This design comes from an exercise in tuning for small area on the open sky130 flow, not from production work. Only simulation tests tie the RTL to the original design; equivalence was not proved. Power and IR drop assume default switching activity.

## flow/design.v (module list and top-level ports; edited modules follow where they fit)
// module adder: 6 lines
// module m_PC_selector: 26 lines
// module register_en: 22 lines
// module register: 21 lines
// module c_controller: 305 lines
// module dummy_PC: 111 lines
// module m_exc_gen: 46 lines
// module m_hazard_detection_unit_v3: 70 lines
// module mux: 11 lines
// module register_file: 33 lines
// module Imm_Gen: 20 lines
// module m_control_unit_ZICSR: 375 lines
// module amo_control_unit: 356 lines
// module forwarding_unit: 43 lines
// module mux_5x1: 24 lines
// module mux_3x1: 20 lines
// module mux_4x1: 22 lines
// module ALUControl: 82 lines
// module ALU: 43 lines
// module m_csr_RWChecker: 36 lines
// module store_unit: 29 lines
// module reservation_file: 70 lines
// module m_lsu: 73 lines
// module load_unit: 47 lines
// module m_RISCV32I_ZICSR: 947 lines
// module m_csr_new: 1139 lines
module m_RISCV32I_ZICSR
(
  input                clk_in                ,
  input                rst_in                ,
  output	logic			  i_kill						,			 
  output logic[31:0]	  i_vaddr					,
  output logic			  icache_flush				,
  input 	logic			  i_page_fault				,
  input  logic[31:0]   instruction_in					,
  input logic[31:0]    dbus_rdata_in			,
  input logic			  dbus_ack_in				,
  output logic[31:0]  dbus_addr_o				,				 
  output logic 		 dbus_ld_req_o				,
  output logic 		 dbus_st_req_o				,
  output logic[31:0]  dbus_W_data_o				,				 
  output logic[3:0]	 dbus_byte_en				,
  input logic 			  ld_page_fault_in		,
  input logic 			  st_page_fault_in		,
  input logic[31:0] 	  d_paddr_in				,
  input logic 			  d_hit_in					,
  	output logic  		 satp_ppn_o					,
	output logic  		 en_vaddr_o					,
	output logic  		 mxr_o						,
	output logic  		 tlb_flush_o				,
	output logic  		 lsu_flush_o				,
	output logic  		 en_ld_st_vaddr_o			,
	output logic  		 dcache_flush_o			,
	output logic  		 sum_o						,
	output logic[1:0]  priv_mode_o				, 				 
	output logic[31:0] d_vaddr_o					,
	output logic       d_req_o						,
	output logic       st_req_o,
	output logic [31:0]	reg_x10,
	output logic [31:0]	reg_x11,
	output logic [31:0]	reg_mcause,
	output logic [31:0]	reg_mepc,
	output logic [31:0]	reg_mtval
);
  // ...
==> flow/run.sh <==
#!/bin/bash
# synth_recipe.tcl (not shown) runs the flow's synth.tcl, then flattens the netlist and writes it again
# the make line also repeats each setting of config.mk as NAME=value (left out here)
make -C /OpenROAD-flow-scripts/flow DESIGN_CONFIG=/design/flow/config.mk WORK_HOME=/design/flow/orfs CLKGATE_MAP_FILE= SYNTH_SCRIPT=/design/flow/synth_recipe.tcl finish
==> flow/config.mk <==
export PLATFORM = sky130hd
export DESIGN_NAME = m_RISCV32I_ZICSR
export DESIGN_NICKNAME = m_RISCV32I_ZICSR
export VERILOG_FILES = /design/flow/design.v
export SDC_FILE = /design/flow/constraint.sdc
export NUM_CORES = 4
export LEC_CHECK = 0
export CAP_MARGIN = 20
export CORE_MARGIN = 2
export CORE_UTILIZATION = 25
export PLACE_DENSITY = 0.45
export SLEW_MARGIN = 20
==> flow/constraint.sdc <==
create_clock -name core_clock -period 25.0 [get_ports {clk_in}]
set_input_delay 5.0000 -clock core_clock [delete_from_list [all_inputs] [get_ports {clk_in}]]
set_output_delay 5.0000 -clock core_clock [all_outputs]
set_load 0.01 [all_outputs]
==> results.py, run 1 <==
metrics = {
    "outcome": {
        "status": "no timing/DRC/antenna violations",
    },
    "worst_hold_path": {
        "min_from": "dummy_pc_ifid[26]",
    },
    "global_route": {
        "grt.met1_usage": 0.417,
        "grt_use_met3": 0.0912,
        "antenna_found_initial": 88,
    },
    "detailed_routing": {
        "drc": 0,
        "wire_per_inst_um": 39.4,
        "avgViaCountPerCell": 6.17,
    },
    "power_and_ir_drop": {
        "pwr_density_cell_nw_per_um2": 76.8,
        "switching_share": 0.383,
    },
    "logic_synthesis": {
        "yosys-top-cells-count": "nand2_1 (2184), dfrtp_1 (2078), o21ai_0 (1817)",
        "synthMuxAreaShare": 0.0291,
        "synth_fa_ha_area_frac": 0.0166,
        "yosys_warnings": 50,
    },
    "critical_path": {
        "crit_cells": 25,
        "worstReg2RegEnd": "ID_EX_rs2out.q[9]",
        "r2r_setup_slack_ps": 10150,
    },
    "placed_design": {
        "gp_congestion": 1.07,
        "io_buffers": 314,
    },
    "sta": {
        "hold_slack_ps": 330,
        "fmax_mhz": 48.7,
        "period_needed_ps": 20530,
        "rsz0062_at_grt": "no",
        "skew_ps": 60.8,
    },
    "floorplanning": {
        "io_pins": 411,
        "core_um2": 475000,
    },
    "layout": {
        "clk_share": 0.0620,
        "n_fill_cell": 50700,
        "seq_area_frac": 0.375,
    },
}
==> module adder, before the edit <==
module adder (
  input   [31:0]  a,b,
  output  [31:0]  c
);
  assign  c = a + b;
endmodule
==> module register_en, before the edit <==
module register_en
#(
  parameter width       = 32,  
  parameter Default_val = 0
)(
  input       clk, 
  input       reset, 
  input       en,
  input       flush,
  input       [width-1:0] d,
  output reg  [width-1:0] q
);
  always@(posedge clk or posedge reset )
  begin
  	if(reset)
  		q <= Default_val;
  	else if(flush)
  	 	q <= Default_val;
  	else if(en)
  		q <= d;
  end
endmodule
==> module register, before the edit <==
module register
#(
  parameter width       = 32,  
  parameter Default_val = 0
)(
  input       clk, 
  input       reset, 
  input       flush,
  input       [width-1:0] d,
  output reg  [width-1:0] q
);
  always@(posedge clk or posedge reset )
  begin
  	if(reset)
  		q <= Default_val;
  	else if(flush)
  	 	q <= Default_val;
  	else
  		q <= d;
  end
endmodule
==> module c_controller, before the edit <==
module c_controller
(
  input             clk,
  input             reset, 
  input      [31:0] instruction_in,
  input      [31:0] PC_jump_addr, 
  input             PCSrc, 
  input             PCWrite,
  input  logic      atomic_,
  input  logic      amo_stall,
  output reg [31:0] instruction_out,
  output reg        pc_disable,
  output reg        compressed,
  output risc_v_core_pkg::fsm_state  comp_state
);
  reg  [15:0] inst_comp;
  wire [1 :0]  op, op1;
  wire [2 :0] funct3;
  reg  [31:0] instruction_reg;
  wire [2 :0] r_d;
  wire [4 :0] rd;
  wire [9 :0] nzuimm;
  wire [4 :0] x1;
  wire [4 :0] x2;
  wire [2 :0] r_s1;
  wire [4 :0] rs1;
  wire [6 :0] load_imm;
  wire [6 :0] store_imm;
  wire [5 :0] addi_imm;
  wire [4 :0] rs1_ci;
  wire [4 :0] rd_ci;
  wire [11:0] jal_imm;
  wire [9 :0] addi16sp_imm;
  wire [2 :0] r_s2;
  wire [4 :0] rs2;
  wire [8 :0] branch_imm;
  wire [7 :0] lwsp_imm;
  wire [4 :0] rs2_cr;
  wire [7 :0] swsp_imm;
  risc_v_core_pkg::fsm_state   p_state;
  risc_v_core_pkg::fsm_state   n_state;
  reg  [1 :0] register; 
  wire [31:0] nop;
  reg  [31:0] PC_jump_addr_reg;
  wire [31:0] jump_addr;
  reg         PCSrc_reg;
  logic       ato_stall;
  logic       ato_stall_reg;
  assign op1           = instruction_in[1:0];
  assign op            = inst_comp[1:0];
  assign funct3        = inst_comp[15:13];
  assign r_d           = inst_comp[4:2];
  assign rd            = r_d + 8;
  assign nzuimm        = {inst_comp[10:7],inst_comp[12:11],inst_comp[5],inst_comp[6],2'b0};
  assign x2            = 5'd2;
  assign x1            = 5'd1;
  assign r_s1          = inst_comp[9:7];
  assign rs1           = r_s1 + 8;
  assign r_s2          = inst_comp[4:2];
  assign rs2           = r_s2 + 8;
  assign load_imm      = {inst_comp[5],inst_comp[12:10],inst_comp[6],2'b0};
  assign store_imm     = {inst_comp[5],inst_comp[12:10],inst_comp[6],2'b0};
  assign addi_imm      = {inst_comp[12],inst_comp[6:2]};
  assign rs1_ci        = inst_comp[11:7];
  assign rd_ci         = inst_comp[11:7];
  assign jal_imm       = {inst_comp[12],inst_comp[8],inst_comp[10:9],inst_comp[6],inst_comp[7],inst_comp[2],inst_comp[11],inst_comp[5:3],1'b0};
  assign addi16sp_imm  = {inst_comp[12],inst_comp[4:3],inst_comp[5],inst_comp[2],inst_comp[6],4'b0};
  assign branch_imm    = {inst_comp[12],inst_comp[6:5],inst_comp[2],inst_comp[11:10],inst_comp[4:3],1'b0};
  assign lwsp_imm      = {inst_comp[3:2],inst_comp[12],inst_comp[6:4],2'b0};
  assign rs2_cr        = inst_comp[6:2];
  assign swsp_imm      = {inst_comp[8:7],inst_comp[12:9],2'b0};
  assign comp_state    = p_state; 
  assign nop           = {instruction_in[15:0],instruction_reg[31:16]};
  assign jump_addr     = {PC_jump_addr_reg[31:1],1'b0};
  always@(posedge clk or posedge reset)
  begin
      if(reset)
          instruction_reg <= 32'b0;
      else if(!pc_disable & PCWrite & !amo_stall)
          instruction_reg <= instruction_in;
  end
  always@(posedge clk or posedge reset)
  begin
      if(reset)begin
          PCSrc_reg         <= 1'b0;
          PC_jump_addr_reg  <= 32'd0;
      end
      else begin 
          PCSrc_reg         <=  PCSrc; 
          PC_jump_addr_reg  <= PC_jump_addr;
      end
  end
  always@(*)
  begin
    instruction_out = 32'b0;
    if(!compressed) begin
        if(register==2'd0)
              instruction_out = instruction_in;
        else if(register==2'd1)
              instruction_out = {instruction_in[15:0],instruction_reg[31:16]};
        else if(register==2'd2)
              instruction_out = instruction_reg;
        else if(register==2'd3)
              instruction_out = 32'd0;
    end
    else if (compressed)
        begin
        case(op)
        2'b00  : case(funct3)
                  3'b000     : instruction_out = {2'b0, nzuimm, x2, 3'b0, rd, 7'b0010011};
                  3'b010     : instruction_out = {5'b0, load_imm, rs1, 3'b010, rd, 7'b0000011};
                  3'b110     : instruction_out = {5'b0, store_imm[6:5], rs2, rs1, 3'b010, store_imm[4:0], 7'b0100011}; 
                  default    : instruction_out = 32'b0;
        endcase
        2'b01  : case(funct3)
                  3'b000     :  if(inst_comp[11:7]==5'b0)
                                      instruction_out = 32'b0;   
                                else  instruction_out = {{6{addi_imm[5]}}, addi_imm, rd_ci, 3'b000, rd_ci, 7'b0010011};   
                  3'b001     :  instruction_out = { jal_imm[11], jal_imm[10:1], jal_imm[11], {8{jal_imm[11]}}, x1, 7'b1101111}; 
                  3'b010     :  instruction_out = {{6{addi_imm[5]}}, addi_imm, 5'b0, 3'b000, rd_ci, 7'b0010011};  
                  3'b011     :  if(inst_comp[11:7]==5'd2)
                                      instruction_out = {{2{addi16sp_imm[9]}}, addi16sp_imm, x2, 3'b000, x2, 7'b0010011};   
                                else  instruction_out = {{14{addi_imm[5]}}, addi_imm, rd_ci, 7'b0110111};  					        
                  3'b100     :  if(inst_comp[11:10]==2'b00)
                                      instruction_out = {7'b0, addi_imm[4:0], rs1, 3'b101, rs1, 7'b0010011};  			  
                                else if(inst_comp[11:10]==2'b01)
                                       instruction_out = {7'b0100000, addi_imm[4:0], rs1, 3'b101, rs1, 7'b0010011};   
                                else if(inst_comp[11:10]==2'b10)
                                       instruction_out = {{6{addi_imm[5]}}, addi_imm, rs1, 3'b111, rs1, 7'b0010011};  
                                else if(inst_comp[11:10]==2'b11) begin
                                          if(inst_comp[12]==1'b0 && inst_comp[6:5]==2'b00)
                                              instruction_out = {7'b0100000, rs2, rs1, 3'b000, rs1, 7'b0110011}; 		  
                                          else if(inst_comp[12]==1'b0 && inst_comp[6:5]==2'b01)
                                              instruction_out = {7'b0000000, rs2, rs1, 3'b100, rs1, 7'b0110011};      
                                          else if(inst_comp[12]==1'b0 && inst_comp[6:5]==2'b10)
                                              instruction_out = {7'b0000000, rs2, rs1, 3'b110, rs1, 7'b0110011};      
                                          else if(inst_comp[12]==1'b0 && inst_comp[6:5]==2'b11)
                                              instruction_out = {7'b0000000, rs2, rs1, 3'b111, rs1, 7'b0110011};      
                                end
                  3'b101     :   instruction_out = { jal_imm[11], jal_imm[10:1], jal_imm[11], {8{jal_imm[11]}}, 5'b0, 7'b1101111}; 
                  3'b110     :   instruction_out = {{3{branch_imm[8]}}, branch_imm[8:5], 5'b0, rs1, 3'b000, branch_imm[4:1], branch_imm[8], 7'b1100011}; 
                  3'b111     :   instruction_out = {{3{branch_imm[8]}}, branch_imm[8:5], 5'b0, rs1, 3'b001, branch_imm[4:1], branch_imm[8], 7'b1100011}; 
                  default    :   instruction_out = 32'b0;
        endcase
        2'b10  : case(funct3)
                  3'b000     :  instruction_out = {7'b0, addi_imm[4:0], rd_ci, 3'b001, rd_ci, 7'b0010011};
                  3'b010     :  instruction_out = {4'b0, lwsp_imm, x2, 3'b010, rd_ci, 7'b0000011};				
                  3'b100     :  if(inst_comp[12]==1'b0) begin
                                        if(rs1_ci != 5'b0 && rs2_cr == 5'b0)
                                              instruction_out = {12'b0, rs1_ci, 3'b000, 5'b0, 7'b1100111};  			     
                                        else if(rs1_ci != 5'b0 && rs2_cr != 5'b0)
                                              instruction_out = {7'b0, rs2_cr, 5'b0, 3'b000, rs1_ci, 7'b0110011};      
                                        end
                                else  begin
                                        if(rs1_ci == 5'b0 && rs2_cr == 5'b0)
                                              instruction_out = {11'b0, 1'b1, 5'b0, 3'b0, 5'b0, 7'b1110011};          
                                        else if(rs1_ci != 5'b0 && rs2_cr == 5'b0)
                                              instruction_out = {12'b0, rs1_ci, 3'b000, x1, 7'b1100111};              
                                        else if(rs1_ci != 5'b0 && rs2_cr != 5'b0)
                                              instruction_out = {7'b0, rs2_cr, rs1_ci, 3'b000, rs1_ci, 7'b0110011};   
                                      end
                  3'b110     :  instruction_out = {4'b0, swsp_imm[7:5], rs2_cr, x2, 3'b010, swsp_imm[4:0], 7'b0100011}; 
                  default    :  instruction_out = 32'b0;
        endcase
        default:   instruction_out = 32'b0;
        endcase
        end
  end
  always @(*)
    begin
    n_state = p_state;
    case (p_state)
        STATE0  :   if (op1 == 2'b11 | instruction_in == 32'b0)begin
                        if(PCSrc_reg) begin
                            if(jump_addr % 4 ==0)
                                n_state = STATE0;
                            else 
                                n_state = STATE3;
                        end
                        else n_state    = STATE0;
                    end
                    else if (op1 == 2'b10| op1 == 2'b01| op1 == 2'b00 ) begin
                        if(PCSrc_reg) begin
                            if(jump_addr % 4 ==0)
                                n_state = STATE0;
                            else
                                n_state = STATE3;
                        end
                        else n_state    = STATE1;
                    end
        STATE1  :   if (instruction_reg[17:16] == 2'b11 | nop == 32'b0)begin
                        if(PCSrc_reg) begin
                            if(jump_addr % 4 ==0)
                                n_state = STATE0;
                            else 
                                n_state = STATE3;
                        end
                        else n_state    = STATE1;
                    end
                    else begin
                        if(PCSrc_reg) begin
                            if(jump_addr % 4 ==0)
                                n_state = STATE0;
                            else 
                                n_state = STATE3;
                        end
                        else n_state    = STATE2;
                    end
        STATE2  :   if (instruction_reg[1:0] == 2'b11 | instruction_reg == 32'b0)begin
                        if(PCSrc_reg) begin
                            if(jump_addr % 4 ==0)
                                n_state = STATE0;
                            else
                                n_state = STATE3;
                        end
                        else n_state    = STATE2;
                    end
                    else begin
                        if(PCSrc_reg) begin
                            if(jump_addr % 4 ==0)
                                n_state = STATE0;
                            else
                                n_state = STATE3;
                        end
                        else n_state    = STATE1;
                    end
        STATE3  :   if (instruction_in[17:16] == 2'b11 || instruction_in[31:16] == 16'b0) begin
                    n_state    = STATE1;
                    end
                    else begin
                    n_state    = STATE0;
                    end
        default :   begin n_state = STATE0; end
	  endcase
	end
  always @(*)
    begin
    pc_disable = 1'b0;
    compressed = 1'b0;
    register   = 2'd0;
    inst_comp  = 16'b0;
    case (p_state)
        STATE0  :   if (op1 == 2'b11 | instruction_in == 32'b0)begin
                    compressed = 1'b0;
                    register   = 2'd0;
                    end
                    else if (op1 == 2'b10| op1 == 2'b01| op1 == 2'b00 ) begin
                    compressed  = 1'b1;
                    register    = 2'd0;
                    inst_comp   = instruction_in[15:0];
                    end
        STATE1  :   if (instruction_reg[17:16] == 2'b11 | nop == 32'b0)begin
                    compressed = 1'b0;
                    register   = 2'd1;
                    end
                    else begin
                    compressed = 1'b1;
                    register   = 2'd0;
                    inst_comp  = instruction_reg[31:16];
                    end
        STATE2  :   if (instruction_reg[1:0] == 2'b11 | instruction_reg == 32'b0)begin
                    compressed  = 1'b0;
                    register    = 2'd2;
                    end
                    else begin
                    compressed = 1'b1;
                    register   = 2'd0;
                    inst_comp  = instruction_reg[15:0];
                    if (PCSrc | PCSrc_reg ) 
                      pc_disable = 1'b0;
                    else
                      pc_disable = 1'b1;
                    end
        STATE3  :   if (instruction_in[17:16] == 2'b11 || instruction_in[31:16] == 16'b0) begin
                    compressed = 1'b0;
                    register   = 2'd3;
                    end
                    else begin
                    compressed = 1'b1;
                    register   = 2'd0;
                    inst_comp  = instruction_in[31:16];
                    end
        default :   begin compressed = 1'b0; register = 2'd0; inst_comp = 16'b0; pc_disable = 1'b0; end
	  endcase
	end
  assign ato_stall = (PCSrc_reg)?1'b0:atomic_;
  always@(posedge clk or posedge reset)
  begin
      if(reset)
          p_state <= STATE0;
      else if(ato_stall)
          p_state <= p_state; 
      else if (PCWrite)
          p_state <= n_state;
  end
  always_ff @(posedge clk or posedge reset) begin
    if(reset) begin 
      ato_stall_reg <= 0;
    end
    else  
      begin 
        ato_stall_reg <= ato_stall;
      end
  end
endmodule
==> module dummy_PC, before the edit <==
module dummy_PC
(
  input             clk,
  input             reset,
  input             enable,
  input      [31:0] instruction,
  input             PCSrc,
  input             PCWrite,
  input      [31:0] PC_jump_addr,
  input   risc_v_core_pkg::fsm_state p_state,
  output reg [31:0] dummy_pc
);
  wire [31:0] nop;
  reg  [31:0] pc_next;
  reg  [31:0] instruction_dec;
  reg  [31:0] PC_jump_addr_reg;
  reg  PC_disable;
  reg  PCSrc_reg;
  always_ff @(posedge clk or posedge reset)
  begin
      if(reset)begin
          PCSrc_reg         <= 1'b0;
          PC_jump_addr_reg  <= 32'd0;
      end
      else begin
        if(enable) begin
          PCSrc_reg         <= PCSrc; 
          PC_jump_addr_reg  <= PC_jump_addr;
        end
        else begin 
          PCSrc_reg         <= PCSrc_reg;
          PC_jump_addr_reg  <= PC_jump_addr_reg;
        end
      end
  end
  always_ff @( posedge clk or posedge reset) 
  begin 
      if(reset)
          instruction_dec 	<= 32'd0; 
      else if(enable) begin 
        if(!PC_disable & PCWrite)
          instruction_dec   <= instruction;
        else 
          instruction_dec   <= instruction_dec;
      end
      else 
        instruction_dec   <= instruction_dec;
  end
  assign nop = {instruction[15:0],instruction_dec[31:16]};
  always@(*) begin
    pc_next = dummy_pc;
    PC_disable = 0;
    case (p_state)
        STATE0  :   if (PCSrc_reg) begin
                        pc_next = {PC_jump_addr_reg[31:1],1'b0};
                    end
                    else if (PCWrite == 1'b0) 
                        pc_next = pc_next;
                    else if (instruction[1:0] == 2'b11 | instruction == 32'b0)begin 
                        pc_next = dummy_pc + 4;
                    end
                    else if (instruction[1:0] == 2'b10| instruction[1:0] == 2'b01| instruction[1:0] == 2'b00 ) begin
                        pc_next = dummy_pc + 2;
                    end
        STATE1  :   if (PCSrc_reg) begin
                        pc_next = {PC_jump_addr_reg[31:1],1'b0};
                    end
                    else if (PCWrite == 1'b0) 
                        pc_next = pc_next;
                    else if (instruction_dec[17:16] == 2'b11  | nop == 32'b0) begin
                        pc_next = dummy_pc + 4; 
                    end
                    else begin
                        pc_next = dummy_pc + 2;
                    end
        STATE2  :   if (PCSrc_reg) begin
                        pc_next = {PC_jump_addr_reg[31:1],1'b0};
                    end
                    else if (PCWrite == 1'b0) 
                        pc_next = pc_next;
                    else if (instruction_dec[1:0] == 2'b11  | instruction_dec == 32'b0)begin
                        pc_next = dummy_pc + 4;
                    end
                    else begin
                        pc_next = dummy_pc + 2;
                        PC_disable = 1;
                    end
        STATE3  :   if (PCSrc_reg) begin
                        pc_next = {PC_jump_addr_reg[31:1],1'b0};
                    end
                    else if (PCWrite == 1'b0) 
                        pc_next = pc_next;
                    else if (instruction[17:16] == 2'b11 | instruction[31:16] == 16'b0)begin 
                        pc_next = pc_next;
                    end
                    else begin
                        pc_next = dummy_pc + 2;
                    end
        default :   begin pc_next = dummy_pc; PC_disable = 0; end
	  endcase
  end
  always_ff @( posedge clk or posedge reset)
  begin
      if(reset)
          dummy_pc <= 32'h80000000;
      else if(enable)
          dummy_pc <= pc_next;
      else 
        dummy_pc   <= dummy_pc;
  end
endmodule
==> module register_file, before the edit <==
module register_file
#(
	parameter DATA_WIDTH=32, 
	parameter ADDR_WIDTH=5
)(
	input                     we, 
	input                     clk,
	input                     rst,
	input [(DATA_WIDTH-1):0]  write_data,
	input [(ADDR_WIDTH-1):0]  rs1,
	input [(ADDR_WIDTH-1):0]  rs2,
	input [(ADDR_WIDTH-1):0]  rd,
	output [(DATA_WIDTH-1):0] read_data1, 
	output [(DATA_WIDTH-1):0] read_data2,
	output  [32:0]		  reg_x10,
	output  [32:0]		  reg_x11
);
	reg      [DATA_WIDTH-1:0] ram[2**ADDR_WIDTH-1:0];  
	integer  i;                                        
  assign read_data1 = (we && rd==rs1 && rd!=0) ? write_data: ram[rs1];
  assign read_data2 = (we && rd==rs2 && rd!=0) ? write_data: ram[rs2];
  always @ (posedge clk, posedge rst)
	begin
		if(rst) begin
		  for (i=0; i< 2**ADDR_WIDTH; i=i+1)
		    ram[i] <= 32'd0;
		end
		else if (we & rd!=0)
		  ram[rd] <= write_data;
	end
	assign reg_x10 = ram[10];
	assign reg_x11 = ram[11];
endmodule
==> module ALU, before the edit <==
module ALU (
  input      [4:0] ALUctl,
  input      [31:0] A,
  input      [31:0] B,
  output reg [31:0] ALUOut,
  output            Zero,
  output            n_zero,
  output            less_than,
  output            greater_than,
  output            less_than_u,
  output            greater_than_u
);
wire [4:0]shamt; 
  assign Zero           = (ALUOut==0);  
  assign n_zero         = (ALUOut!=0)  ? 1 : 0;  
  assign less_than      = ($signed(A) < $signed(B)) ? 1 : 0;  
  assign greater_than   = ($signed(A)>$signed(B) | $signed(A)==$signed(B)) ? 1 : 0;  
  assign less_than_u    = (A < B)      ? 1 : 0;  
  assign greater_than_u = (A>B | A==B) ? 1 : 0;  
  assign shamt = B[4:0]; 
  always @(*) 
  begin
    ALUOut = 32'd0; 
    case (ALUctl)
    0: ALUOut  = A & B;
    1: ALUOut  = A | B;
    2: ALUOut  = A + B;
    6: ALUOut  = A - B;
    7: ALUOut  = (A < B) ? 1 : 0;  
    10: ALUOut = ~(A | B);  
    9: ALUOut  = A ^ B;  
    3: ALUOut  = A << shamt;  
    4: ALUOut  = A >> shamt;  
    5: ALUOut  = $signed(A) >>> shamt;  
    8: ALUOut  = $signed(A) < $signed(B) ? 1 : 0;  
    19: ALUOut = ($signed(A) < $signed(B)) ? $signed(B): $signed(A);       
    20: ALUOut = ($signed(A) < $signed(B)) ? $signed(A): $signed(B);       
    21: ALUOut = (A < B) ? B: A;                                           
    22: ALUOut = (A < B) ? A: B;                                           
    default: ALUOut = 0;  
    endcase
  end
endmodule
==> module reservation_file, before the edit <==
module reservation_file
#(
	parameter DATA_WIDTH=6, 
	parameter ADDR_WIDTH=2
)(
	input                           clk,
	input                           rst,
  input   [31:0]                  instruction,   
  output  logic                   reserved          
);
	reg      [DATA_WIDTH-1:0] ram[2**ADDR_WIDTH-1:0];  
	integer  i;                                        
  logic         we;
  logic [4:0]   comp_addr;
  logic [5:0]   compare_data;
  logic [5:0]   write_data;
  assign we         =   (instruction[6:0] == 7'b0101111 & instruction[14:12] == 3'd2 & instruction[31:27] == 5'd2) ? 1:0;                
  assign read_en1   =   (instruction[6:0] == 7'b0101111 & instruction[14:12] == 3'd2 & instruction[31:27] == 5'd3) ? 1:0;          
  assign comp_addr  =   instruction[19:15];
  assign read_en2   =   (instruction[6:0] ==  7'b0100011) ? 1:0;  
  assign read_en    =   read_en1 | read_en2;
  assign compare_data = {1'b1,comp_addr};
  assign write_data   = {1'b1,comp_addr};                   
  always @ (*) begin 
    reserved = 0;
    if(read_en) begin 
      if(ram[0] == compare_data) begin 
        reserved  = 1;
      end
      else if(ram[1] == compare_data) begin
        reserved  = 1;
      end
      else if(ram[2] == compare_data) begin
        reserved  = 1;
      end
      else if(ram[3] == compare_data) begin
        reserved  = 1;
      end
      else 
        reserved = 0;
    end
  end
  always @ (posedge clk, posedge rst)
	begin
		if(rst) begin                       
		  for (i=0; i< 2**ADDR_WIDTH; i=i+1)
		    ram[i] <= 6'd0;
		end
    else if(read_en) begin               
      if(ram[0] == compare_data)
        ram[0] <= 6'd0;
      else if(ram[1] == compare_data)
        ram[1] <= 6'd0;
      else if(ram[2] == compare_data)
        ram[2] <= 6'd0;
      else if(ram[2] == compare_data)
        ram[3] <= 6'd0;
    end
		else if (we) begin 
      if(ram[0][DATA_WIDTH-1] == 0 )           
		    ram[0] <= write_data;
      else if (ram[1][DATA_WIDTH-1] == 0) 
        ram[1] <= write_data;
      else if (ram[2][DATA_WIDTH-1] == 0) 
        ram[2] <= write_data;
      else
        ram[3] <= write_data;       
    end
	end
endmodule
==> run 2, diff against run 1 <==
--- a/flow/design.v
+++ b/flow/design.v
@@ -86,3 +86,49 @@
 );
-  assign  c = a + b;
+  rca #(32) u_rca (.a(a), .b(b), .cin(1'b0), .s(c), .cout());
+endmodule
+module rca #(parameter W = 32) (
+  input  [W-1:0] a,
+  input  [W-1:0] b,
+  input          cin,
+  output [W-1:0] s,
+  output         cout
+);
+  wire [W:0] c;
+  assign c[0] = cin;
+  genvar i;
+  generate for (i = 0; i < W; i = i + 1) begin : B
+    wire p = a[i] ^ b[i];
+    assign s[i]   = p ^ c[i];
+    assign c[i+1] = (a[i] & b[i]) | (p & c[i]);
+  end endgenerate
+  assign cout = c[W];
+endmodule
+module bka #(parameter W = 32) (
+  input  [W-1:0] a,
+  input  [W-1:0] b,
+  input          cin,
+  output [W-1:0] s,
+  output         cout
+);
+  reg [W-1:0] G, P, p;
+  integer l, i;
+  always @(*) begin
+    p = a ^ b;
+    G = a & b;
+    G[0] = G[0] | (p[0] & cin);
+    P = p;
+    for (l = 0; (1 << (l + 1)) <= W; l = l + 1)
+      for (i = (1 << (l + 1)) - 1; i < W; i = i + (1 << (l + 1))) begin
+        G[i] = G[i] | (P[i] & G[i - (1 << l)]);
+        P[i] = P[i] & P[i - (1 << l)];
+      end
+    for (l = 15; l >= 0; l = l - 1)
+      if ((1 << (l + 1)) < W)
+        for (i = 3 * (1 << l) - 1; i < W; i = i + (1 << (l + 1))) begin
+          G[i] = G[i] | (P[i] & G[i - (1 << l)]);
+          P[i] = P[i] & P[i - (1 << l)];
+        end
+  end
+  assign s    = p ^ {G[W-2:0], cin};
+  assign cout = G[W-1];
 endmodule
@@ -117,3 +163,4 @@
   parameter width       = 32,  
-  parameter Default_val = 0
+  parameter Default_val = 0,
+  parameter SYNC_RST    = 0
 )(
@@ -126,11 +173,21 @@
 );
-  always@(posedge clk or posedge reset )
-  begin
-  	if(reset)
-  		q <= Default_val;
-  	else if(flush)
-  	 	q <= Default_val;
-  	else if(en)
-  		q <= d;
-  end
+  generate if (SYNC_RST) begin : G_SYNC
+    always@(posedge clk)
+    begin
+      if(reset | flush)
+        q <= Default_val;
+      else if(en)
+        q <= d;
+    end
+  end else begin : G_ASYNC
+    always@(posedge clk or posedge reset )
+    begin
+    	if(reset)
+    		q <= Default_val;
+    	else if(flush)
+    	 	q <= Default_val;
+    	else if(en)
+    		q <= d;
+    end
+  end endgenerate
 endmodule
@@ -139,3 +196,4 @@
   parameter width       = 32,  
-  parameter Default_val = 0
+  parameter Default_val = 0,
+  parameter NO_RST      = 0
 )(
@@ -147,11 +205,21 @@
 );
-  always@(posedge clk or posedge reset )
-  begin
-  	if(reset)
-  		q <= Default_val;
-  	else if(flush)
-  	 	q <= Default_val;
-  	else
-  		q <= d;
-  end
+  generate if (NO_RST) begin : G_NORST
+    always@(posedge clk)
+    begin
+      if(flush)
+        q <= Default_val;
+      else
+        q <= d;
+    end
+  end else begin : G_RST
+    always@(posedge clk or posedge reset )
+    begin
+    	if(reset)
+    		q <= Default_val;
+    	else if(flush)
+    	 	q <= Default_val;
+    	else
+    		q <= d;
+    end
+  end endgenerate
 endmodule
@@ -232,3 +300,3 @@
   assign jump_addr     = {PC_jump_addr_reg[31:1],1'b0};
-  always@(posedge clk or posedge reset)
+  always@(posedge clk)
   begin
@@ -444,3 +512,3 @@
   assign ato_stall = (PCSrc_reg)?1'b0:atomic_;
-  always@(posedge clk or posedge reset)
+  always@(posedge clk)
   begin
@@ -482,3 +550,3 @@
   reg  PCSrc_reg;
-  always_ff @(posedge clk or posedge reset)
+  always_ff @(posedge clk)
   begin
@@ -499,3 +567,3 @@
   end
-  always_ff @( posedge clk or posedge reset) 
+  always_ff @(posedge clk) 
   begin 
@@ -513,53 +581,25 @@
   assign nop = {instruction[15:0],instruction_dec[31:16]};
-  always@(*) begin
-    pc_next = dummy_pc;
-    PC_disable = 0;
+  wire four_0 = (instruction[1:0] == 2'b11) | (instruction == 32'b0);
+  wire four_1 = (instruction_dec[17:16] == 2'b11) | (nop == 32'b0);
+  wire four_2 = (instruction_dec[1:0] == 2'b11) | (instruction_dec == 32'b0);
+  wire hold_3 = (instruction[17:16] == 2'b11) | (instruction[31:16] == 16'b0);
+  reg  four, hold;
+  always @(*) begin
     case (p_state)
-        STATE0  :   if (PCSrc_reg) begin
-                        pc_next = {PC_jump_addr_reg[31:1],1'b0};
-                    end
-                    else if (PCWrite == 1'b0) 
-                        pc_next = pc_next;
-                    else if (instruction[1:0] == 2'b11 | instruction == 32'b0)begin 
-                        pc_next = dummy_pc + 4;
-                    end
-                    else if (instruction[1:0] == 2'b10| instruction[1:0] == 2'b01| instruction[1:0] == 2'b00 ) begin
-                        pc_next = dummy_pc + 2;
-                    end
-        STATE1  :   if (PCSrc_reg) begin
-                        pc_next = {PC_jump_addr_reg[31:1],1'b0};
-                    end
-                    else if (PCWrite == 1'b0) 
-                        pc_next = pc_next;
-                    else if (instruction_dec[17:16] == 2'b11  | nop == 32'b0) begin
-                        pc_next = dummy_pc + 4; 
-                    end
-                    else begin
-                        pc_next = dummy_pc + 2;
-                    end
-        STATE2  :   if (PCSrc_reg) begin
-                        pc_next = {PC_jump_addr_reg[31:1],1'b0};
-                    end
-                    else if (PCWrite == 1'b0) 
-                        pc_next = pc_next;
-                    else if (instruction_dec[1:0] == 2'b11  | instruction_dec == 32'b0)begin
-                        pc_next = dummy_pc + 4;
-                    end
-                    else begin
-                        pc_next = dummy_pc + 2;
-                        PC_disable = 1;
-                    end
-        STATE3  :   if (PCSrc_reg) begin
-                        pc_next = {PC_jump_addr_reg[31:1],1'b0};
-                    end
-                    else if (PCWrite == 1'b0) 
-                        pc_next = pc_next;
-                    else if (instruction[17:16] == 2'b11 | instruction[31:16] == 16'b0)begin 
-                        pc_next = pc_next;
-                    end
-                    else begin
-                        pc_next = dummy_pc + 2;
-                    end
-        default :   begin pc_next = dummy_pc; PC_disable = 0; end
-	  endcase
+      STATE0  : begin four = four_0; hold = 1'b0;   end
+      STATE1  : begin four = four_1; hold = 1'b0;   end
+      STATE2  : begin four = four_2; hold = 1'b0;   end
+      default : begin four = 1'b0;   hold = hold_3; end
+    endcase
+  end
+  wire [30:0] pc_inc;
+  rca #(31) u_inc (.a(dummy_pc[31:1]), .b({29'b0, four, ~four}), .cin(1'b0), .s(pc_inc), .cout());
+  always @(*) begin
+    if (PCSrc_reg)
+      pc_next = {PC_jump_addr_reg[31:1], 1'b0};
+    else if (!PCWrite | hold)
+      pc_next = dummy_pc;
+    else
+      pc_next = {pc_inc, dummy_pc[0]};
+    PC_disable = (p_state == STATE2) & !PCSrc_reg & PCWrite & !four_2;
   end
@@ -716,20 +756,36 @@
 	output [(DATA_WIDTH-1):0] read_data2,
-	output  [32:0]		  reg_x10,
-	output  [32:0]		  reg_x11
+	output [31:0]             reg_x10,
+	output [31:0]             reg_x11
 );
-	reg      [DATA_WIDTH-1:0] ram[2**ADDR_WIDTH-1:0];  
-	integer  i;                                        
-  assign read_data1 = (we && rd==rs1 && rd!=0) ? write_data: ram[rs1];
-  assign read_data2 = (we && rd==rs2 && rd!=0) ? write_data: ram[rs2];
-  always @ (posedge clk, posedge rst)
-	begin
-		if(rst) begin
-		  for (i=0; i< 2**ADDR_WIDTH; i=i+1)
-		    ram[i] <= 32'd0;
+	reg [31:0] ram [1:31];
+	reg [31:1] valid;
+	wire [31:0] sel1, sel2, wsel;
+	genvar g;
+	generate for (g = 1; g < 32; g = g + 1) begin : R
+		assign sel1[g] = (rs1 == g) & valid[g];
+		assign sel2[g] = (rs2 == g) & valid[g];
+		assign wsel[g] = we & (rd == g);
+		always @(posedge clk)
+			if (wsel[g]) ram[g] <= write_data;
+	end endgenerate
+	assign sel1[0] = 1'b0;
+	assign sel2[0] = 1'b0;
+	assign wsel[0] = 1'b0;
+	always @(posedge clk, posedge rst)
+		if (rst) valid <= 31'd0;
+		else     valid <= valid | wsel[31:1];
+	reg [31:0] r1, r2;
+	integer k;
+	always @(*) begin
+		r1 = 32'd0;
+		r2 = 32'd0;
+		for (k = 1; k < 32; k = k + 1) begin
+			r1 = r1 | ({32{sel1[k]}} & ram[k]);
+			r2 = r2 | ({32{sel2[k]}} & ram[k]);
 		end
-		else if (we & rd!=0)
-		  ram[rd] <= write_data;
 	end
-	assign reg_x10 = ram[10];
-	assign reg_x11 = ram[11];
+	assign read_data1 = (we && rd==rs1 && rd!=0) ? write_data : r1;
+	assign read_data2 = (we && rd==rs2 && rd!=0) ? write_data : r2;
+	assign reg_x10 = valid[10] ? ram[10] : 32'd0;
+	assign reg_x11 = valid[11] ? ram[11] : 32'd0;
 endmodule
@@ -1690,30 +1746,40 @@
 );
-wire [4:0]shamt; 
-  assign Zero           = (ALUOut==0);  
-  assign n_zero         = (ALUOut!=0)  ? 1 : 0;  
-  assign less_than      = ($signed(A) < $signed(B)) ? 1 : 0;  
-  assign greater_than   = ($signed(A)>$signed(B) | $signed(A)==$signed(B)) ? 1 : 0;  
-  assign less_than_u    = (A < B)      ? 1 : 0;  
-  assign greater_than_u = (A>B | A==B) ? 1 : 0;  
-  assign shamt = B[4:0]; 
-  always @(*) 
-  begin
-    ALUOut = 32'd0; 
+  wire [32:0] diff;
+  bka #(32) u_sub (.a(A), .b(~B), .cin(1'b1), .s(diff[31:0]), .cout(diff[32]));
+  wire        ltu  = ~diff[32];
+  wire        lts  = (A[31] ^ B[31]) ? A[31] : diff[31];
+  wire [31:0] sum;
+  bka #(32) u_add (.a(A), .b(B), .cin(1'b0), .s(sum), .cout());
+  wire        left = (ALUctl == 5'd3);
+  reg  [31:0] A_rev, sh_rev;
+  integer     i;
+  always @(*) for (i = 0; i < 32; i = i + 1) A_rev[i] = A[31-i];
+  wire [31:0] sh_in  = left ? A_rev : A;
+  wire        fill   = (ALUctl == 5'd5) & A[31];
+  wire [31:0] sh_out = $signed({fill, sh_in}) >>> B[4:0];
+  always @(*) for (i = 0; i < 32; i = i + 1) sh_rev[i] = sh_out[31-i];
+  assign Zero           = (ALUOut == 32'd0);
+  assign n_zero         = ~Zero;
+  assign less_than      = lts;
+  assign greater_than   = ~lts;
+  assign less_than_u    = ltu;
+  assign greater_than_u = ~ltu;
+  always @(*) begin
     case (ALUctl)
-    0: ALUOut  = A & B;
-    1: ALUOut  = A | B;
-    2: ALUOut  = A + B;
-    6: ALUOut  = A - B;
-    7: ALUOut  = (A < B) ? 1 : 0;  
-    10: ALUOut = ~(A | B);  
-    9: ALUOut  = A ^ B;  
-    3: ALUOut  = A << shamt;  
-    4: ALUOut  = A >> shamt;  
-    5: ALUOut  = $signed(A) >>> shamt;  
-    8: ALUOut  = $signed(A) < $signed(B) ? 1 : 0;  
-    19: ALUOut = ($signed(A) < $signed(B)) ? $signed(B): $signed(A);       
-    20: ALUOut = ($signed(A) < $signed(B)) ? $signed(A): $signed(B);       
-    21: ALUOut = (A < B) ? B: A;                                           
-    22: ALUOut = (A < B) ? A: B;                                           
-    default: ALUOut = 0;  
+    5'd0:  ALUOut = A & B;
+    5'd1:  ALUOut = A | B;
+    5'd2:  ALUOut = sum;
+    5'd3:  ALUOut = sh_rev;
+    5'd4:  ALUOut = sh_out;
+    5'd5:  ALUOut = sh_out;
+    5'd6:  ALUOut = diff[31:0];
+    5'd7:  ALUOut = {31'd0, ltu};
+    5'd8:  ALUOut = {31'd0, lts};
+    5'd9:  ALUOut = A ^ B;
+    5'd10: ALUOut = ~(A | B);
+    5'd19: ALUOut = lts ? B : A;
+    5'd20: ALUOut = lts ? A : B;
+    5'd21: ALUOut = ltu ? B : A;
+    5'd22: ALUOut = ltu ? A : B;
+    default: ALUOut = 32'd0;
     endcase
@@ -1828,3 +1894,3 @@
   end
-  always @ (posedge clk, posedge rst)
+  always @ (posedge clk)
 	begin
@@ -2138,3 +2204,6 @@
     wire [31:0] dummypc;
-    reg  [31:0] dummy_pc_ifid; 
+    wire [31:0] dummy_pc_ifid; 
+    reg         dummy_pc_ifid_31;
+    reg  [30:0] dummy_pc_ifid_lo;
+    assign      dummy_pc_ifid = {dummy_pc_ifid_31, dummy_pc_ifid_lo};
     reg  [31:0] dummy_pc_idex; 
@@ -2209,7 +2278,5 @@
 	assign i_kill = csr_pc_reqid_fb2if | exe_pc_req_fb2if;
-    always@(posedge clk_in or posedge rst_in)
+    always@(posedge clk_in)
     begin
-      if (rst_in)
-          PC_out_reg <= 32'b0;
-      else PC_out_reg <= PC_out;        
+      PC_out_reg <= PC_out;        
     end
@@ -2243,14 +2310,11 @@
     begin
-      if(rst_in)begin 
-        dummy_pc_ifid  <= 32'd0;
-        dummy_pc_idex  <= 32'd0;
-        dummy_pc_exmem <= 32'd0;
-        dummy_pc_memwb <= 32'd0;
-        end
-      else begin
-        dummy_pc_ifid  <= dummypc;
+      if(rst_in)
+        dummy_pc_ifid_31 <= 1'b0;
+      else
+        dummy_pc_ifid_31 <= dummypc[31];
+    end
+    always@(posedge clk_in)
+    begin
+        dummy_pc_ifid_lo <= dummypc[30:0];
         dummy_pc_idex  <= dummy_pc_ifid;
-        dummy_pc_exmem <= dummy_pc_idex;
-        dummy_pc_memwb <= dummy_pc_exmem;
-        end
     end
@@ -2275,3 +2339,3 @@
 	 );
-	register_en #(1)	IF_ID_exc_req(					 
+	register_en #(.width(1), .SYNC_RST(1))	IF_ID_exc_req(					 
 		.clk   (clk_in            ), 
@@ -2283,3 +2347,3 @@
 	);
-		register_en #(4)	IF_ID_exc_code(					 
+		register_en #(.width(4), .SYNC_RST(1))	IF_ID_exc_code(					 
 		.clk   (clk_in            ), 
@@ -2334,3 +2398,3 @@
     end
-    register_en IF_ID_pcout(
+    register_en #(.SYNC_RST(1)) IF_ID_pcout(
       .clk   (clk_in            ), 
@@ -2342,3 +2406,3 @@
     );
-    register_en IF_ID_instout(
+    register_en #(.SYNC_RST(1)) IF_ID_instout(
       .clk   (clk_in            ), 
@@ -2370,6 +2434,2 @@
   );
-    Imm_Gen imm_gen(
-      .Inst_In    (inst_out_IF_ID        ),      
-      .Imm_Out    (inst_out_imm          )
-  );
   m_control_unit_ZICSR control_unit2(
@@ -2451,3 +2511,3 @@
     );
-    register_en ID_EX_pcout(
+    register_en #(.SYNC_RST(1)) ID_EX_pcout(
       .clk   (clk_in                ), 
@@ -2459,3 +2519,3 @@
     );
-    register_en ID_EX_instout(
+    register_en #(.SYNC_RST(1)) ID_EX_instout(
       .clk   (clk_in                ), 
@@ -2467,11 +2527,7 @@
     );
-    register_en ID_EX_imm(
-      .clk   (clk_in                ), 
-      .reset (rst_in                ), 
-      .flush (flush_ID_EXE          ), 
-		.en    (ID_EXEwrite),
-      .d     (inst_out_imm          ), 
-      .q     (imm_out_ID_EX         )
-    );
-    register_en #(34) ID_EX_controls(
+    Imm_Gen imm_gen(
+      .Inst_In    (inst_out_ID_EX        ),      
+      .Imm_Out    (imm_out_ID_EX         )
+  );
+    register_en #(.width(34), .SYNC_RST(1)) ID_EX_controls(
       .clk   (clk_in                ), 
@@ -2483,3 +2539,3 @@
     );
-    register_en ID_EX_rs1out(
+    register_en #(.SYNC_RST(1)) ID_EX_rs1out(
       .clk   (clk_in                ), 
@@ -2491,3 +2547,3 @@
     );
-    register_en ID_EX_rs2out(
+    register_en #(.SYNC_RST(1)) ID_EX_rs2out(
       .clk   (clk_in                ), 
@@ -2641,3 +2697,3 @@
     );
-    register_en #(34) EX_MEM_controls(
+    register_en #(.width(34), .SYNC_RST(1)) EX_MEM_controls(
       .clk   (clk_in               ), 
@@ -2649,3 +2705,3 @@
     );
-    register_en EX_MEM_ALU(
+    register_en #(.SYNC_RST(1)) EX_MEM_ALU(
       .clk   (clk_in               ), 
@@ -2657,3 +2713,3 @@
     );
-    register_en EX_MEM_instout(
+    register_en #(.SYNC_RST(1)) EX_MEM_instout(
       .clk   (clk_in               ), 
@@ -2665,3 +2721,3 @@
     );
-	 register_en #(1) EX_MEM_csr_rd_req(
+	 register_en #(.width(1), .SYNC_RST(1)) EX_MEM_csr_rd_req(
       .clk   (clk_in               ), 
@@ -2673,3 +2729,3 @@
     );
-	 register_en #(1) EX_MEM_csr_wr_req(
+	 register_en #(.width(1), .SYNC_RST(1)) EX_MEM_csr_wr_req(
       .clk   (clk_in               ), 
@@ -2681,3 +2737,3 @@
     );
-	  register_en EX_MEM_pcout(
+	  register_en #(.SYNC_RST(1)) EX_MEM_pcout(
       .clk   (clk_in                ), 
@@ -2788,3 +2844,3 @@
 	wire[31:0] regfile_write_data2;
-	 register #(1)  MEM_WB_csr_rd_req(
+	 register #(.width(1), .NO_RST(1))  MEM_WB_csr_rd_req(
       .clk   (clk_in               ), 
@@ -2795,3 +2851,3 @@
     );
-    register #(34) MEM_WB_controls(
+    register #(.width(34), .NO_RST(1)) MEM_WB_controls(
       .clk   (clk_in               ), 
@@ -2802,3 +2858,3 @@
     );
-    register #(32) csr_rdata_reg(
+    register #(.width(32), .NO_RST(1)) csr_rdata_reg(
       .clk   (clk_in               ), 
@@ -2809,3 +2865,3 @@
     );
-    register MEM_WB_datamem(
+    register #(.NO_RST(1)) MEM_WB_datamem(
       .clk   (clk_in               ), 
@@ -2816,3 +2872,3 @@
     );
-    register MEM_WB_ALU(
+    register #(.NO_RST(1)) MEM_WB_ALU(
       .clk   (clk_in               ), 
@@ -2823,3 +2879,3 @@
     );
-    register MEM_WB_instout(
+    register #(.NO_RST(1)) MEM_WB_instout(
       .clk   (clk_in               ), 
@@ -3650,3 +3706,3 @@
 end
-always_ff @(posedge rst, posedge clk) begin
+always_ff @(posedge clk) begin
     if (rst) begin
@@ -3772,3 +3828,3 @@
 	end
-always_ff @ (posedge rst , posedge clk)
+always_ff @(posedge clk)
 	begin
@@ -3865,3 +3921,3 @@
 end
-			always_ff @(posedge rst, posedge clk) 
+			always_ff @(posedge clk) 
 				begin
@@ -3921,3 +3977,3 @@
 				end
-			always_ff @(posedge rst, posedge clk) 
+			always_ff @(posedge clk) 
 				begin
@@ -3937,3 +3993,3 @@
 				end
-			always_ff @(posedge rst, posedge clk) 
+			always_ff @(posedge clk) 
 				begin
@@ -3953,3 +4009,3 @@
 				end
-			always_ff @(posedge rst, posedge clk) 
+			always_ff @(posedge clk) 
 				begin
@@ -3970,3 +4026,3 @@
 				end
-			always_ff @(posedge rst, posedge clk) 
+			always_ff @(posedge clk) 
 				begin
@@ -4000,3 +4056,3 @@
 				end
-			always_ff @(posedge rst, posedge clk) 
+			always_ff @(posedge clk) 
 				begin
@@ -4032,3 +4088,3 @@
 					end
-			always_ff @(posedge rst, posedge clk) 
+			always_ff @(posedge clk) 
 				begin
@@ -4065,3 +4121,3 @@
 		logic[32-1:0]   sip_mask;
-			always_ff @(posedge rst, posedge clk) 
+			always_ff @(posedge clk) 
 				begin
@@ -4094,3 +4150,3 @@
 				end
-			always_ff @(posedge rst, posedge clk)   
+			always_ff @(posedge clk)   
 				begin
@@ -4116,3 +4172,3 @@
 				end
-			always_ff @(posedge rst, posedge clk) 
+			always_ff @(posedge clk) 
 					begin
@@ -4160,3 +4216,3 @@
 				end
-			always_ff @(posedge rst, posedge clk) 
+			always_ff @(posedge clk) 
 					begin
@@ -4186,3 +4242,3 @@
 					end
-			always_ff @(posedge rst, posedge clk) 
+			always_ff @(posedge clk) 
 				begin
@@ -4213,3 +4269,3 @@
 			assign pipe_stall_flush = instr_flushed_in | pipe_stall_in;	 
-			always_ff @(posedge rst, posedge clk) 
+			always_ff @(posedge clk) 
 				begin
@@ -4242,3 +4298,3 @@
 				end
-				always_ff @(posedge rst, posedge clk) 
+				always_ff @(posedge clk) 
 					begin
@@ -4268,3 +4324,3 @@
 					end
-				always_ff @(posedge rst, posedge clk) 
+				always_ff @(posedge clk) 
 					begin
@@ -4287,3 +4343,3 @@
 					end
-					always_ff @(posedge rst, posedge clk) 
+					always_ff @(posedge clk) 
 						begin
--- a/flow/config.mk
+++ b/flow/config.mk
@@ -9,3 +9,5 @@
 export CORE_MARGIN = 2
-export CORE_UTILIZATION = 25
+export CORE_UTILIZATION = 30
+export CTS_CLUSTER_DIAMETER = 60
+export CTS_CLUSTER_SIZE = 18
 export PLACE_DENSITY = 0.45
==> run 2 against run 1 <==
Effect of this change:
- still clean on timing, DRC and antenna
- non-clock buffer count decreased by 60
- area after synthesis decreased by 9.6%
- first-iteration DRC count up 5.5%
- die area fell by 25%
- sequential cell count down 19
==> results.py, run 2 <==
metrics = {
    "outcome": {
        "status": "no timing/DRC/antenna violations",
    },
    "logic_synthesis": {
        "yosysSeqAreaShare": 0.482,
        "async_flop_share": 0.0630,
        "synth_top_area_share": 0.276,
        "avgSynthCellArea_um2": 9.86,
        "yosys_warnings": 50,
        "netlist_instances": 10900,
        "synth_area_um2": 108000,
        "yosys-top-cells-count": "nor2_1 (1100), edfxtp_1 (992), dfxtp_1 (943)",
        "ys_types": 146,
        "synth_area_leaders": "edfxtp_1 (28%), dfxtp_1 (18%), nor2_1 (3.8%), a21oi_1 (3.5%), a22oi_1 (3.2%)",
        "synth_edf_count": 992,
        "post-synth-top-count-cell": "nor2_1",
        "yosysTopAreaCell": "edfxtp_1",
        "ys_dominant_reg_cell": "edfxtp_1",
        "synth-seq-cells": 2065,
    },
    "global_route": {
        "grt_overflow": 0,
        "grt_pass1_wl_um": 904000,
        "grt_pass1_vias": 97400,
        "grt_util_all_layers": 0.362,
        "antenna_found_initial": 42,
        "grt_max_degree": 136,
    },
    "power_and_ir_drop": {
        "p_leak_uw": 0.0438,
        "p_clk_frac": 0.445,
        "comb_power_share": 0.088,
        "internal_power_uw": 5620,
        "p_sw_uw": 2230,
        "peakVddDrop_mv": 0.0671,
        "seq_power_share": 0.466,
        "switching_share": 0.284,
        "pwr_density_cell_nw_per_um2": 63.0,
    },
    "clock_tree": {
        "cts_tree": "done",
        "cts_buffer_depth": 4,
        "ctsResizeCount": 0,
        "holdBufCountCts": 0,
        "htree_levels": 4,
        "postCtsSetupRepairBufs": 0,
        "cts.sinks": 2065,
        "cts_buffers": 213,
        "clk_pin_slew_ps": 80,
        "clock_latency_ps": 1060,
        "root_buffer": "clkbuf_16",
    },
    "layout": {
        "n_fill_cell": 36100,
        "largest_reg_flops": 992,
        "area_growth_pct": 15.8,
        "largest-register": "reg_file.ram",
        "final_cell_mix": "nor2_1 (1024), edfxtp_1 (992), dfxtp_1 (931)",
        "final_util": 0.348,
        "mostFrequentLayoutCell": "nor2_1",
        "drive_gt1_frac": 0.125,
        "nets": 11300,
    },
    "sta": {
        "rsz0062_at_grt": "no",
        "skew_ps": 173,
        "fmax_mhz": 46.6,
        "finalHoldViolCount": 0,
        "period_share": 0.858,
        "hold_slack_ps": 327,
        "final-setup-viol-count": 0,
        "period_needed_ps": 21450,
        "finalSetupTns_ps": 0,
        "finalMaxSlewViolations": 0,
        "worst_pin_slew_ps": 1340,
        "slew_headroom": 0.107,
    },
    "worst_hold_path": {
        "whs_endpoint": "dummy_pc_idex[9]",
        "hold_depth": 0,
        "hp-class": "flop to flop",
        "min_from": "dummy_pc_ifid_lo[9]",
    },
    "critical_path": {
        "reg2regPathDepth": 45,
        "critPathArrivalTime_ps": 16450,
        "path_class": "primary input to primary output",
        "crit_path_top_delay_cell": "nor3_1",
        "cp-end-kind": "primary output",
        "worstReg2RegEnd": "PC.q[31]",
        "critPathLaunchType": "primary input",
        "cp_slowest_stage_delay_ps": 800,
        "r2r_setup_slack_ps": 6920,
        "r2r-start": "EX_MEM_instout.q[20]",
        "cp_max_fo": 11,
        "required_ps": 20000,
        "timing.critical_path.mode_cell": "inv_1",
    },
    "detailed_routing": {
        "routed_wl_um": 687000,
        "dr.pass1.iters": 12,
        "ant_nets": 0,
        "avgViaCountPerCell": 6.62,
        "drc": 0,
        "drtIter0Drc": 20700,
        "num_vias": 105000,
        "wire_per_inst_um": 43.1,
    },
    "floorplanning": {
        "io_pins": 411,
        "core_um2": 358000,
        "dieHeight_um": 603,
        "fp.dieArea_um2": 364000,
        "die_w_um": 603,
        "start_util": 0.301,
        "rows": 220,
    },
    "placed_design": {
        "io_buffers": 314,
        "gp_congestion": 1.02,
        "hpwl_um": 479000,
    },
    "flow_run": {
        "max-cap-violations": 0,
    },
}
-- run 2: changes by cell type after synthesis, moves of 62 or more --
cell / change
a211oi_1: +202
a21oi_1: +83
a22o_1: -193
and3_1: +69
clkbuf_1: -322
dfrtp_1: -1949
dfxtp_1: +940
edfxtp_1: +992
mux2_2: -101
mux2i_1: +122
nand2_1: -1266
nor2_1: +251
o21ai_0: -1519
o32a_1: -62
-- run 2: area by class of cell --
type                       instances  area, um^2  share of cell area
inverter                         210         798             0.00640
clock buffer                     239        5580              0.0447
antenna                           16        40.0            0.000321
sequential                      2065       51900               0.416
multi-input combinational       7677       51600               0.414
clock inverter                   154        1950              0.0156
timing repair buffer             801        6850              0.0549
tap                             4773        5970              0.0479
-- run 2: worst max-delay path: cells and delay by family --
kind | cells | cell delay, ps
AO/OA/AOI/OAI | 14 | 4340
AND/OR/NAND/NOR | 10 | 3380
buffers and inverters | 7 | 2120
adder cells (fa/ha/maj) | 3 | 1220
multiplexers | 1 | 320
-- run 2: stage by stage --
step | power (uW) | setup slack (ps) | cells | area, um^2
after floorplan | 4100 | 7890 | 11000 | 108000
after global placement | 4420 | 3930 | 15500 | 117000
after detailed placement | 4410 | 3800 | 15500 | 117000
after CTS | 7860 | 3770 | 15900 | 125000
after global routing | 8040 | 3340 | 15900 | 125000
final | 7860 | 3550 | 15900 | 125000
-- run 2: how the worst max path moves through the flow --
stage	start	endpoint	slack [ps]	depth (start not counted)
6_report	dbus_rdata_in[10]	lsu_flush_o	3550	35
4_1_cts	dbus_rdata_in[10]	lsu_flush_o	3770	35
2_1_floorplan	dbus_rdata_in[2]	i_kill	7890	36
5_1_grt	dbus_rdata_in[10]	lsu_flush_o	3340	35
3_3_place_gp	dbus_rdata_in[10]	lsu_flush_o	3930	35
3_5_place_dp	dbus_rdata_in[10]	lsu_flush_o	3800	35
-- run 2: layer usage --
layer	global-route usage	routed length, um	up-vias	share of wire
met4	0.226	53800	18	0.078
met3	0.0845	75300	2104	0.11
li1	-	-	42000	-
met1	0.469	267000	52900	0.39
met5	0	122	-	0.00018
met2	0.543	291000	8509	0.42
-- run 2: logic make-up after synthesis --
logic type               synth area share
AO/OA/AOI/OAI                       0.242
AND/OR/NAND/NOR                     0.152
flip-flops                          0.482
buffers and inverters              0.0505
multiplexers                       0.0352
adder cells (fa/ha/maj)            0.0317
XOR/XNOR                          0.00641
other                           0.0000348
-- run 2: power by group through the flow --
stage	clock network (uW)	logic (uW)	registers, uW
after floorplan	0	406	3690
after global placement	0	679	3740
after detailed placement	0	675	3740
after CTS	3520	679	3660
after global routing	3640	729	3670
final	3500	694	3660

-- what the ideal ports hide --
The results above use ideal ports. As a check the final layouts listed here were re-extracted and re-timed, cells and wires unchanged.
Step 1 sets driving cells, clkbuf_16 on the clock port and buf_2 on the other inputs (assumed; they add their load-dependent delay and slew).
Step 2 also shifts input and output timing later by t, the mid clock arrival at the registers, as if the neighbouring blocks saw the same clock.
Three values: no drivers, after step 1, after step 2; two values: the first two.
| run | shift t [ns] | setup WS [ns] | worst setup path at the end | worst data-port slew with drivers (ns) | cell pins on the clock port's net |
|---|---|---|---|---|---|
| run 1 | 1.066 | 4.472 / 4.449 / 4.449 | input to output | 0.10 | 1 |
| run 2 | 1.087 | 3.547 / 3.524 / 3.524 | input to output | 0.14 | 1 |
After both steps every run listed still meets setup and hold.
